Context: an optimization exercise on an open-source flow, tuned for a short achievable clock period and few clock cycles. The choices shown serve that exercise and are no tape-out recipe.
In this exercise RTL edits were held to simulation tests only and were not proved equivalent to the original.
Power figures rest on the tool's default switching activity, not on a simulated workload.

## design.v

```verilog
module MIPS_TOP (
   input  wire        clk,
   input  wire        rst,
   output wire [31:0] imem_addr,
   input  wire [31:0] imem_rdata,
   output wire [31:0] dmem_addr,
   output wire [31:0] dmem_wdata,
   output wire        dmem_we,
   input  wire [31:0] dmem_rdata
);
  localparam NF = 8;    
  reg  [31:0] pc;           
  reg  [31:0] pc_o;         
  reg  [31:0] pc_prev;      
  reg         src_seq;      
  reg         src_ent;      
  reg  [2:0]  src_idx;      
  reg         src_sb, src_full;
  reg         d_valid;
  reg  [31:0] d_ir;
  reg  [31:0] d_pc;
  reg  [31:0] d_ra, d_rb;   
  reg         d_fa, d_fb;   
  reg         d_rseq;       
  reg         d_sb;         
  reg  [4:0]  d_sb_k;
  reg         d_sb_dep;
  reg         d_sb_pt;      
  reg  [9:0]  d_sb_alt;     
  reg         x_wen;        
  reg  [4:0]  x_rd;
  reg  [31:1] x_wsel;       
  reg         x_lw;
  reg         x_we;         
  reg  [4:0]  x_aluop;      
  reg  [31:0] x_a, x_b;
  reg  [31:0] x_addr;
  reg  [31:0] x_wd;
  reg  [31:0] x_pc;
  reg         x_sb;         
  reg         x_sb_pt, x_sb_dep, x_sb_ld;
  reg         x_kill;       
  reg         d_fld;        
  reg  [9:0]  x_sb_alt;
  reg  [31:0] x_sk;         
  reg  [31:0] rf [1:31];
  reg  [NF-1:0] ft_v;
  reg  [NF-1:0] ft_sb;      
  reg  [NF-1:0] ft_full;    
  reg  [9:0]    ft_tag [0:NF-1];
  reg  [9:0]    ft_tt  [0:NF-1];    
  reg  [9:0]    ft_nt  [0:NF-1];    
  reg  [4:0]    ft_k   [0:NF-1];    
  reg  [NF-1:0] ft_dep;             
  reg  [1:0]    ft_ctr [0:NF-1];
  reg  [2:0]    ft_ptr;
  reg           ln_v;
  reg  [1:0]    ln_kind;    
  reg  [2:0]    ln_idx;
  reg  [9:0]    ln_tag;
  reg  [31:0]   ln_jtgt;
  reg  [31:0]   ln_bpc4;
  reg  [15:0]   ln_imm;
  reg  [4:0]    ln_k;
  reg           up_v, up_tk;    
  reg  [9:0]    up_tag;
  reg           ln_dep;
  wire [31:0] sum  = x_a + x_b;
  wire [31:0] diff = x_a - x_b;
  wire        slt  = (x_a[31] ^ x_b[31]) ? x_a[31] : diff[31];
  wire [31:0] alu  = ({32{x_aluop[0]}} & sum)
                   | ({32{x_aluop[1]}} & diff)
                   | ({32{x_aluop[2]}} & (x_a & x_b))
                   | ({32{x_aluop[3]}} & (x_a | x_b))
                   | {31'b0, x_aluop[4] & slt};
  wire [31:0] x_res = x_lw ? dmem_rdata : alu;
  assign dmem_addr  = x_addr;
  assign dmem_wdata = x_wd;
  assign dmem_we    = x_we;
  wire [31:0] bn   = ~x_b;
  wire [31:0] x_and = x_a & x_b;
  wire [31:0] x_or  = x_a | x_b;
  wire [31:0] x_xor = x_a ^ x_b;
  wire [31:0] s_and = x_a & bn;
  wire [31:0] s_or  = x_a | bn;
  wire [31:0] s_xor = x_a ^ bn;
  function eqx;
    input [31:0] k;
    input [31:0] a_and, a_or, a_xor, b_and, b_or, b_xor;
    input        s;
    input [4:0]  aop;
    reg   [31:0] ca, cs;
    begin
      ca  = a_and | (a_or & ~k);    
      cs  = b_and | (b_or & ~k);
      eqx = (aop[0] & (((a_xor ^ k) ^ {ca[30:0], 1'b0}) == 32'd0)) |
            (aop[1] & (((b_xor ^ k) ^ {cs[30:0], 1'b1}) == 32'd0)) |
            (aop[2] & (a_and == k)) |
            (aop[3] & (a_or == k))  |
            (aop[4] & (k[31:1] == 31'd0) & (k[0] == s));
    end
  endfunction
  wire        s_eqx   = eqx(x_sk, x_and, x_or, x_xor, s_and, s_or, s_xor,
                            slt, x_aluop);
  wire        s_other = x_sb_dep ? s_eqx : (x_sk == 32'd0);
  wire        s_eqld  = dmem_rdata == x_sk;
  wire        s_taken = x_sb_ld ? s_eqld : s_other;
  wire        xredir  = x_sb && !x_kill &&
                        (x_sb_ld ? (s_eqld != x_sb_pt) : (s_other != x_sb_pt));
  wire [5:0]  op    = d_ir[31:26];
  wire [4:0]  rs    = d_ir[25:21];
  wire [4:0]  rt    = d_ir[20:16];
  wire [4:0]  rdf   = d_ir[15:11];
  wire [5:0]  funct = d_ir[5:0];
  wire [31:0] imm   = {{16{d_ir[15]}}, d_ir[15:0]};
  wire is_r    = (op == 6'b000000);
  wire is_addi = (op == 6'b001000);
  wire is_lw   = (op == 6'b100011);
  wire is_sw   = (op == 6'b101011);
  wire is_beq  = (op == 6'b000100);
  wire [4:0] dest = is_r ? rdf : rt;
  wire       wreg = (is_r | is_addi | is_lw) && (dest != 5'd0);
  wire f_sub = is_r && (funct == 6'b100010);
  wire f_and = is_r && (funct == 6'b100100);
  wire f_or  = is_r && (funct == 6'b100101);
  wire f_slt = is_r && (funct == 6'b101010);
  wire f_add = !(f_sub | f_and | f_or | f_slt);
  wire fwd_a = d_fa;
  wire fwd_b = d_fb;
  wire [31:0] a_next = fwd_a ? x_res : d_ra;
  wire [31:0] b_fwd  = fwd_b ? x_res : d_rb;
  wire [31:0] b_next = is_addi ? imm : b_fwd;
  wire [31:0] d_pc4  = d_pc + 32'd4;
  wire [31:0] d_tgt  = d_pc4 + {imm[29:0], 2'b00};
  wire [31:0] dk     = fwd_a ? d_rb : d_ra;
  wire        d_eqx  = eqx(dk, x_and, x_or, x_xor, s_and, s_or, s_xor,
                           slt, x_aluop);
  wire        d_eqld = dmem_rdata == dk;
  wire        taken  = d_rseq ? 1'b1 :
                       d_fld ? d_eqld :
                       (fwd_a || fwd_b) ? d_eqx : (d_ra == d_rb);
  wire        dredir = d_valid && is_beq && taken;
  wire [31:0] sb_rk  = (d_sb_k == 5'd0) ? 32'd0 :
                       (x_wen && !x_kill && x_rd == d_sb_k) ? x_res : rf[d_sb_k];
  wire        stall  = d_valid && (is_lw || is_sw) && fwd_a;
  wire        hold   = stall;
  wire        go     = d_valid && !stall && !xredir;
  wire        go_x   = d_valid && !stall;
  wire        redirect = xredir || dredir;
  wire [31:0] pc4    = pc + 32'd4;
  wire        f_j    = (imem_rdata[31:26] == 6'b000010);
  wire        f_beq  = (imem_rdata[31:26] == 6'b000100);
  wire [31:0] f_jtgt = {pc4[31:28], imem_rdata[25:0], 2'b00};
  wire [4:0]  f_rs   = imem_rdata[25:21];
  wire [4:0]  f_rt   = imem_rdata[20:16];
  wire        x_wk   = x_wen && !x_kill;
  wire [31:0] f_ra   = (f_rs == 5'd0) ? 32'd0 :
                       (x_wk && x_rd == f_rs) ? x_res : rf[f_rs];
  wire [31:0] f_rb   = (f_rt == 5'd0) ? 32'd0 :
                       (x_wk && x_rd == f_rt) ? x_res : rf[f_rt];
  wire pc_lo = pc[31:12] == 20'd0;
  reg  [NF-1:0] hit;
  reg  [2:0]    h_idx;
  reg           h_sb, h_full, h_pt;
  reg  [9:0]    h_tt, h_nt;
  reg  [4:0]    h_k;
  reg           h_dep;
  integer j;
  always @* begin
    h_idx  = 3'd0;
    h_sb   = 1'b0;
    h_full = 1'b0;
    h_pt   = 1'b0;
    h_tt   = 10'd0;
    h_nt   = 10'd0;
    h_k    = 5'd0;
    h_dep  = 1'b0;
    for (j = 0; j < NF; j = j + 1) begin
      hit[j] = ft_v[j] && pc_lo && ft_tag[j] == pc[11:2];
      if (hit[j]) begin
        h_idx  = h_idx | j[2:0];
        h_sb   = h_sb | ft_sb[j];
        h_full = h_full | ft_full[j];
        h_pt   = h_pt | (ft_sb[j] & ft_ctr[j][1]);
        h_tt   = h_tt | ft_tt[j];
        h_nt   = h_nt | ft_nt[j];
        h_k    = h_k | ft_k[j];
        h_dep  = h_dep | ft_dep[j];
      end
    end
  end
  wire h_any = |hit;
  wire [31:0] pc_tab  = hold  ? pc :
                        h_any ? {20'd0, h_pt ? h_tt : h_nt, 2'b00} : pc4;
  wire [31:0] pc_f    = (f_j && !hold) ? f_jtgt : pc_tab;
  wire [31:0] pc_next = xredir ? {20'd0, x_sb_alt, 2'b00} :
                        dredir ? d_tgt : pc_f;
  wire lrn_ok = !hold && !redirect && (src_seq || src_ent) && d_valid;
  wire lrn_j  = lrn_ok && f_j  && (src_seq || (src_sb && !src_full));
  wire wr_rs  = wreg && dest == f_rs;       
  wire wr_rt  = wreg && dest == f_rt;
  wire b_fold = f_rs != f_rt &&
                (f_rs == 5'd0 || f_rt == 5'd0 || wr_rs || wr_rt);
  wire lrn_b  = lrn_ok && f_beq && !is_beq && b_fold &&
                (src_seq || (!src_sb && !src_full));
  wire [1:0] lrn_kind = src_seq ? (f_j ? 2'd0 : 2'd1) : (f_j ? 2'd2 : 2'd3);
  wire [18:0] ln_btgt = {7'd0, ln_bpc4[11:0]} + {ln_imm[15], ln_imm, 2'b00};
  wire        ln_jok  = ln_jtgt[31:12] == 20'd0;
  wire        ln_bok  = ln_bpc4[31:12] == 20'd0 && ln_btgt[18:12] == 7'd0;
  reg         ln_exists;
  integer m;
  always @* begin
    ln_exists = 1'b0;
    for (m = 0; m < NF; m = m + 1)
      if (ft_v[m] && ft_tag[m] == ln_tag) ln_exists = 1'b1;
  end
  wire ln_same = ft_v[ln_idx] && ft_tag[ln_idx] == ln_tag && !ft_full[ln_idx];
  wire wr_new  = ln_v && !ln_exists &&
                 ((ln_kind == 2'd0 && ln_jok) || (ln_kind == 2'd1 && ln_bok));
  wire wr_jb   = ln_v && ln_kind == 2'd2 && ln_same && ft_sb[ln_idx] && ln_jok;
  wire wr_bj   = ln_v && ln_kind == 2'd3 && ln_same && !ft_sb[ln_idx] && ln_bok;
  wire x_lo = x_pc[31:12] == 20'd0;
  assign imem_addr = pc_o;
  integer i;
  always @(posedge clk or negedge rst) begin
    if (!rst) begin
      pc       <= 32'd0;
      pc_prev  <= 32'd0;
      src_seq  <= 1'b0;
      src_ent  <= 1'b0;
      d_valid  <= 1'b0;
      d_sb     <= 1'b0;
      x_wen    <= 1'b0;
      x_wsel   <= 31'd0;
      x_lw     <= 1'b0;
      x_aluop  <= 5'd0;
      x_sb     <= 1'b0;
      x_kill   <= 1'b0;
      ft_v     <= {NF{1'b0}};
      ft_sb    <= {NF{1'b0}};
      ft_full  <= {NF{1'b0}};
      ft_ptr   <= 3'd0;
      ln_v     <= 1'b0;
      for (i = 1; i < 32; i = i + 1) rf[i] <= 32'd0;
    end else begin
      pc <= pc_next;
      if (redirect) begin
        src_seq <= 1'b0;
        src_ent <= 1'b0;
      end else if (!hold) begin
        src_seq <= !f_j && !h_any;
        src_ent <= !f_j && h_any && !h_pt;
      end
      if (!hold) pc_prev <= pc;
      if (redirect) begin
        d_valid <= 1'b0;
        d_sb    <= 1'b0;
      end else if (!hold) begin
        d_valid <= !f_j;
        d_sb    <= h_sb && !f_j;
      end
      x_wen   <= go_x && wreg;
      for (i = 1; i < 32; i = i + 1) x_wsel[i] <= go_x && wreg && (dest == i);
      x_lw    <= go_x && is_lw;
      x_aluop <= {f_slt, f_or, f_and, f_sub, f_add};
      x_sb    <= go_x && d_sb;
      x_kill  <= xredir;
      for (i = 1; i < 32; i = i + 1)
        if (x_wsel[i] && !x_kill) rf[i] <= x_res;
      ln_v <= lrn_j || lrn_b;
      if (wr_new) begin
        ft_v[ft_ptr]    <= 1'b1;
        ft_sb[ft_ptr]   <= ln_kind == 2'd1;
        ft_full[ft_ptr] <= 1'b0;
        ft_ptr          <= ft_ptr + 3'd1;
      end
      if (wr_jb) ft_full[ln_idx] <= 1'b1;
      if (wr_bj) begin
        ft_sb[ln_idx]   <= 1'b1;
        ft_full[ln_idx] <= 1'b1;
      end
    end
  end
  always @(posedge clk) begin
    pc_o <= rst ? pc_next : 32'd0;
    x_we <= rst && go && is_sw;
  end
  always @(posedge clk) begin
    if (!hold) begin
      d_ir     <= imem_rdata;
      d_pc     <= pc;
      d_ra     <= f_ra;
      d_rb     <= f_rb;
      d_sb_k   <= h_k;
      d_rseq   <= f_rs == f_rt;
      d_sb_dep <= h_dep;
      d_sb_pt  <= h_pt;
      d_sb_alt <= h_pt ? h_nt : h_tt;
      src_idx  <= h_idx;
      src_sb   <= h_sb;
      src_full <= h_full;
    end else begin
      if (fwd_a) d_ra <= x_res;
      if (fwd_b) d_rb <= x_res;
    end
    x_rd      <= dest;
    d_fa      <= go_x && wreg && dest == f_rs;
    d_fb      <= go_x && wreg && dest == f_rt;
    d_fld     <= go_x && wreg && is_lw && (dest == f_rs || dest == f_rt);
    x_a       <= a_next;
    x_b       <= b_next;
    x_addr    <= d_ra + imm;
    x_wd      <= b_fwd;
    x_pc      <= d_pc;
    x_sb_pt   <= d_sb_pt;
    x_sb_alt  <= d_sb_alt;
    x_sb_dep  <= d_sb_dep;
    x_sb_ld   <= d_sb_dep && is_lw;
    x_sk      <= sb_rk;
    ln_kind <= lrn_kind;
    ln_idx  <= src_idx;
    ln_tag  <= pc_prev[11:2];
    ln_jtgt <= f_jtgt;
    ln_bpc4 <= pc4;
    ln_imm  <= imem_rdata[15:0];
    ln_k    <= wr_rs ? f_rt : wr_rt ? f_rs : (f_rs == 5'd0) ? f_rt : f_rs;
    ln_dep  <= wr_rs || wr_rt;
    up_v   <= x_sb && !x_kill && x_lo;
    up_tk  <= s_taken;
    up_tag <= x_pc[11:2];
    for (i = 0; i < NF; i = i + 1)
      if (up_v && ft_v[i] && ft_sb[i] && ft_tag[i] == up_tag)
        ft_ctr[i] <= up_tk ? (ft_ctr[i] == 2'd3 ? 2'd3 : ft_ctr[i] + 2'd1)
                           : (ft_ctr[i] == 2'd0 ? 2'd0 : ft_ctr[i] - 2'd1);
    if (wr_new) begin
      ft_tag[ft_ptr] <= ln_tag;
      ft_nt[ft_ptr]  <= ln_kind == 2'd0 ? ln_jtgt[11:2] : ln_bpc4[11:2];
      ft_tt[ft_ptr]  <= ln_btgt[11:2];
      ft_k[ft_ptr]   <= ln_k;
      ft_dep[ft_ptr] <= ln_dep;
      ft_ctr[ft_ptr] <= 2'd1;
    end
    if (wr_jb) ft_nt[ln_idx] <= ln_jtgt[11:2];
    if (wr_bj) begin
      ft_nt[ln_idx]  <= ln_bpc4[11:2];
      ft_tt[ln_idx]  <= ln_btgt[11:2];
      ft_k[ln_idx]   <= ln_k;
      ft_dep[ln_idx] <= ln_dep;
      ft_ctr[ln_idx] <= 2'd1;
    end
  end
endmodule
```

## flow/run.sh

```bash
#!/bin/bash
set -o pipefail
here=$(pwd)
export MY_ABC_SCRIPT="$here/flow/map.abc"
bash standard.sh SYNTH_SCRIPT="$here/flow/synth.tcl" ADDER_MAP_FILE= \
  SETUP_SLACK_MARGIN=7.2 finish > standard_flow.log 2>&1
```

## flow/map.abc

```
strash
dch -f
map -D 800
buffer -c
upsize -D 800
dnsize -D 800
stime -p
```

## flow/synth.tcl

```tcl
# The standard flow's synthesis script (synth_recipe.tcl) with one change: the final ABC
# technology mapping in ORFS's synth.tcl uses flow/map.abc (delay-driven
# "map") instead of ORFS's abc_speed script. Registers are not affected.
proc synth {args} { yosys synth -nofsm -noshare {*}$args }
proc abc {args} {
  set i [lsearch -exact $args -script]
  if {$i >= 0} { set args [lreplace $args $i [expr {$i + 1}] -script $::env(MY_ABC_SCRIPT)] }
  yosys abc {*}$args
}
source $::env(SCRIPTS_DIR)/synth.tcl
# left out here: clear keep_hierarchy, flatten, clean up, hide names made inside functions, write 1_2_yosys.v
```

## standard.sh

```bash
#!/bin/bash
# synth_recipe.tcl (not shown) runs the flow's synth.tcl, then flattens the netlist and writes it again
# the make line also repeats each setting of config.mk as NAME=value (left out here)
make -C /OpenROAD-flow-scripts/flow DESIGN_CONFIG=/design/flow/config.mk WORK_HOME=/design/flow/orfs CLKGATE_MAP_FILE= SYNTH_SCRIPT=/design/flow/synth_recipe.tcl "${@:-finish}"
```

## config.mk

```make
export PLATFORM = sky130hd
export DESIGN_NAME = MIPS_TOP
export DESIGN_NICKNAME = MIPS_TOP
export VERILOG_FILES = /design/flow/design.v
export SDC_FILE = /design/flow/constraint.sdc
export NUM_CORES = 8
export LEC_CHECK = 0
export CAP_MARGIN = 30
export CORE_MARGIN = 2
export CORE_UTILIZATION = 30
export PLACE_DENSITY = 0.45
export SETUP_SLACK_MARGIN = 5
export SLEW_MARGIN = 30
```

## constraint.sdc

```tcl
create_clock -name core_clock -period 10.5 [get_ports {clk}]
set_input_delay 2.1000 -clock core_clock [delete_from_list [all_inputs] [get_ports {clk}]]
set_output_delay 2.1000 -clock core_clock [all_outputs]
set_load 0.01 [all_outputs]
```

==> flow_summary.rst <==
.. list-table::
   :header-rows: 1

   * - Metric
     - Value
   * - Result of the run
     - no timing/DRC/antenna violations
   * - DP Area
     - 114500 sq um
   * - Clock tree from TritonCTS
     - yes
   * - Clk pin slew, worst setup/hold paths
     - 60 ps
   * - Clock Tree Buf Depth
     - 4
   * - Kind of critical path
     - in2reg
   * - Number of buffers inserted for hold repair after clock tree synthesis
     - 0
   * - WHS
     - 299.0 ps
   * - Top-area cell type share of the netlist area
     - 26.34%
   * - Count of boundary I/O pins
     - 163
   * - Gate count after technology mapping
     - 13354
   * - Final critical path time including I/O delays and setup
     - 4374 ps
   * - Setup slack after layout
     - 6126 ps
   * - Floorplan die height
     - 595.9 um
   * - Post-synthesis average cell area
     - 7.870 sq um
   * - Starting utilization of the core area
     - 30.10%
   * - Most frequent cells after synthesis
     - sky130_fd_sc_hd__nand2_1, sky130_fd_sc_hd__o21ai_0, sky130_fd_sc_hd__inv_1
   * - Antenna violations before repair
     - 65
   * - HPWL after detailed placement
     - 560.0 mm
   * - Most frequent cell after synthesis
     - sky130_fd_sc_hd__nand2_1
   * - Synth async-reset ratio
     - 58.55%
   * - Largest stage delay, worst path
     - 740 ps
   * - Slowest cell on the critical path
     - sky130_fd_sc_hd__nand4_1
   * - Cell family with the largest share of critical-path delay
     - simple AND/OR/NAND/NOR gates
   * - Via count of the routed design
     - 129335
   * - Per-cell via count in the routed design
     - 6.582
   * - Total nets after synthesis
     - 13420
   * - Area enclosed by the die boundary
     - 355100 sq um
   * - Slew Viols, Final
     - 0
   * - Static power due to leakage
     - 68.05 nW
   * - Post-route cell area
     - 155400 sq um
   * - Number of synthesized register bits
     - 1889
   * - Kind of start point of the critical path
     - input pin
   * - Core Region
     - 349200 sq um
   * - Post-route clock skew
     - 129.2 ps
   * - Transition at the pin with the smallest max-transition slack
     - 1297 ps
   * - Sink count of the clock tree
     - 1889
   * - Area added between synthesis and finish
     - 47.90%
   * - Number of detailed-routing iterations run before antenna repair
     - 13
   * - Distinct cell type count after synthesis
     - 82
   * - Synth warnings
     - 34
   * - Global router's overall resource usage
     - 44.75%
   * - Clock latency (worst-skew pair)
     - 1030 ps
   * - Largest area contributor in the synthesized netlist
     - sky130_fd_sc_hd__dfrtp_1
   * - Iteration-0 DRC count of the detailed router
     - 23032
   * - Clock tree root buffer cell
     - sky130_fd_sc_hd__clkbuf_16
   * - Req. time, crit path
     - 11350 ps
   * - Number of routed nets with antenna violations
     - 0
   * - H-tree level count
     - 4
   * - Post-route core utilization
     - 44.52%
   * - Via count of the first global-routing pass
     - 116508
   * - Top post-synthesis cells by area
     - sky130_fd_sc_hd__dfrtp_1, sky130_fd_sc_hd__edfxtp_1, sky130_fd_sc_hd__nand2_1, sky130_fd_sc_hd__dfxtp_1, sky130_fd_sc_hd__o21ai_0
   * - Number of placed cells counting well taps
     - 17752
   * - RSZ-0062 raised after global routing
     - true
   * - Number of setup violations in the final report
     - 0
   * - Non-filler cells, final
     - 19649
   * - Relative max-transition margin
     - 13.34%
   * - Die Wd
     - 595.9 um
   * - Post-synth EDFFs
     - 362
   * - Pwr Density
     - 200.7 nW/um^2
   * - Worst vdd rail ir drop
     - 0.1590 mV
   * - Number of buffer and inverter instances along the worst setup path
     - 6
   * - FP Rows
     - 217
   * - Remaining global-route overflow
     - 0
   * - Max-cap violations
     - 0
   * - Final total negative setup slack
     - 0 ps
   * - Detailed-route DRC error count
     - 0
   * - Portion of the post-synthesis area used by sequential elements
     - 44.70%
   * - Buffers added on ports
     - 162
   * - Final count of hold timing violations
     - 0
   * - Leading register cell type out of synthesis
     - sky130_fd_sc_hd__dfrtp_1
   * - Syn Std Cell Area
     - 105100 sq um
   * - Wire per inst
     - 43.36 um
   * - Maximum number of pins on one net before global-route repair
     - 161
   * - Final Routed Wirelength
     - 852.0 mm
   * - PnR Total Power
     - 31.20 mW
   * - Class of the worst hold path
     - reg2reg
   * - Maximum clock rate
     - 228.6 MHz
   * - TritonCTS buffer count
     - 224
   * - Final Cycle Share
     - 41.66%
   * - Nets
     - 14893
   * - Layout cell share with drive strength beyond 1
     - 31.36%
   * - First-pass GRT wire length
     - 1081 mm
   * - WP data arrival
     - 5220 ps
   * - Pre-CTS setup slack
     - 3681 ps
   * - Top fanout value on the critical path
     - 6
   * - Setup crit end kind
     - flop
   * - Global placer's final weighted congestion
     - 1.085
   * - Cell-by-cell listing of the critical path
     - buf_6, buf_12, inv_8, nor2_4, buf_6, nand3_4, buf_4, buf_12, o22ai_2, a221oi_2, nand4_1, nor4_4, a21oi_2, o21ai_1, o21ai_1
==> worst register-to-register path, stage by stage, from the launching register on <==
cell and delay [ps]:
sky130_fd_sc_hd__dfxtp_2 600, sky130_fd_sc_hd__inv_1 320, sky130_fd_sc_hd__nor2_1 330, sky130_fd_sc_hd__a21oi_2 180, sky130_fd_sc_hd__nand2_1 270, sky130_fd_sc_hd__o2111ai_2 280
sky130_fd_sc_hd__nor3_1 250, sky130_fd_sc_hd__nand3_1 210, sky130_fd_sc_hd__o21a_1 280, sky130_fd_sc_hd__o311a_1 170, sky130_fd_sc_hd__nand2_1 120, sky130_fd_sc_hd__a21oi_2 80
sky130_fd_sc_hd__o21bai_4 130, sky130_fd_sc_hd__buf_12 150, sky130_fd_sc_hd__buf_12 160, sky130_fd_sc_hd__buf_12 130, sky130_fd_sc_hd__nand2_8 70, sky130_fd_sc_hd__o211a_1 220
==> metal layers <==
layer	up-vias	GRT usage [%]	share of wire [%]
li1	51123	-	-
met1	64359	57.12	37
met2	10745	62.73	39
met3	3066	15.41	13
met4	42	31.63	9.7
met5	-	0.09466	0.14
==> cells by family (layout without fill, tap and decap cells) <==
family / count (synthesis) / in the layout / share of synthesized area (%)
buf+inv: 2101 / 3742 / 7.608
mux: 6 / 6 / 0.05715
xor+xnor: 248 / 248 / 2.067
simple gates: 4776 / 4797 / 19.40
compound gates: 4334 / 4334 / 26.17
other cells: 0 / 34 / 0
flops: 1889 / 1889 / 44.70
==> where the power goes <==
| part | internal, mW | switching, mW |
|---|---|---|
| Combinational | 4.24 | 8.86 |
| Sequential | 8.38 | 1.18 |
| Clock | 4.94 | 3.59 |
==> worst paths after layout <==
check                                    start    endpoint  slack [ps]  depth (start not counted)
max in group asynchronous                  rst      pc[12]        7460                          3
worst max register to register        d_ra[25]      pc[26]        6320                         17
min in group asynchronous                  rst  rf[28][31]        1120                          1
worst min register to register         x_pc[8]   up_tag[6]         300                          0
worst max-delay path            imem_rdata[22]    d_ra[27]        6130                         15
worst min-delay path                   x_pc[8]   up_tag[6]         300                          0
==> flip-flops by register name (all words and copies together) (netlist names), 29 cells and up <==
signal and cells:
rf 992, ft_nt 80, ft_tag 80, ft_tt 80, ft_k 40, d_pc 32, d_ra 32, d_rb 32
pc 32, pc_o 32, x_a 32, x_addr 32, x_b 32, x_sk 32, x_wd 32, x_wsel 31
x_pc 30, ln_bpc4 29
==> placed cells by master (no fill, tap or decap), types with 85 or more instances in the layout <==
master,n
sky130_fd_sc_hd__a221oi_1,148
sky130_fd_sc_hd__clkinvlp_4,108
sky130_fd_sc_hd__a21oi_1,397
sky130_fd_sc_hd__a22oi_1,539
sky130_fd_sc_hd__nor2_4,162
sky130_fd_sc_hd__buf_12,356
sky130_fd_sc_hd__o22ai_1,471
sky130_fd_sc_hd__inv_1,1099
sky130_fd_sc_hd__nand2_4,147
sky130_fd_sc_hd__nor3_1,102
sky130_fd_sc_hd__xor2_1,185
sky130_fd_sc_hd__nor2_1,795
sky130_fd_sc_hd__dfrtp_1,1100
sky130_fd_sc_hd__nand2_2,180
sky130_fd_sc_hd__clkbuf_16,263
sky130_fd_sc_hd__edfxtp_1,362
sky130_fd_sc_hd__nand4_1,392
sky130_fd_sc_hd__o21ai_2,198
sky130_fd_sc_hd__a21oi_2,106
sky130_fd_sc_hd__buf_4,972
sky130_fd_sc_hd__buf_6,387
sky130_fd_sc_hd__nand3_1,268
sky130_fd_sc_hd__o221ai_1,85
sky130_fd_sc_hd__dfxtp_2,111
sky130_fd_sc_hd__nand2_1,2145
sky130_fd_sc_hd__o21ai_1,341
sky130_fd_sc_hd__o21ai_0,988
sky130_fd_sc_hd__dfxtp_1,230
sky130_fd_sc_hd__a221oi_2,136
==> what timing repair did <==
action | in CTS | in global routing
endpoints found under the hold margin | 0 | 0
cloned | 100 | 53
pin swaps | 594 | 541
buffers inserted | 904 | 386
endpoints found under the setup margin | 1858 | 1487
resized for setup | 3574 | 1549
==> area by class of cell <==
cell class	count	area, sq um
sequential	1889	47430
antenna	34	85.08
timing repair inverter	21	317.8
inverter	1352	6296
timing repair buffer	1954	23400
clock inverter	97	1335
clock buffer	318	6451
multi-input combinational	9385	64370
fill	34292	193700
tap	4599	5754
Testbench counts, summed over its fixed seeds: cycles 48,095.

## port drivers added, routing unchanged
The flow's constraints put no driver on any port. The routed layout listed below was extracted and timed again, unchanged, in two steps. Step 1: set_driving_cell puts a clkbuf_16 on clk and a buf_2 on each other input, an assumption about the parent block. Step 2 adds t to the input delays and takes it off the output delays; t is the mean of the earliest and latest rising clock arrival at the registers after step 1. Input paths then give back, and output paths get back, about the clock's delay inside the block. Slacks: no drivers / after step 1 / after step 2; pairs: no drivers / after step 1.
t (ns): 1.074
setup WS [ns]: 6.126 / 6.182 / 5.108
worst hold slack (ns): 0.299 / 0.299 / 0.299
worst setup path at the end: input to register
clock arrival spread, ns: 0.130 / 0.130
After both steps this run still meets setup and hold. For this run, drivers alone change the setup slack by +0.056 ns; drivers and shift together by -1.018 ns.
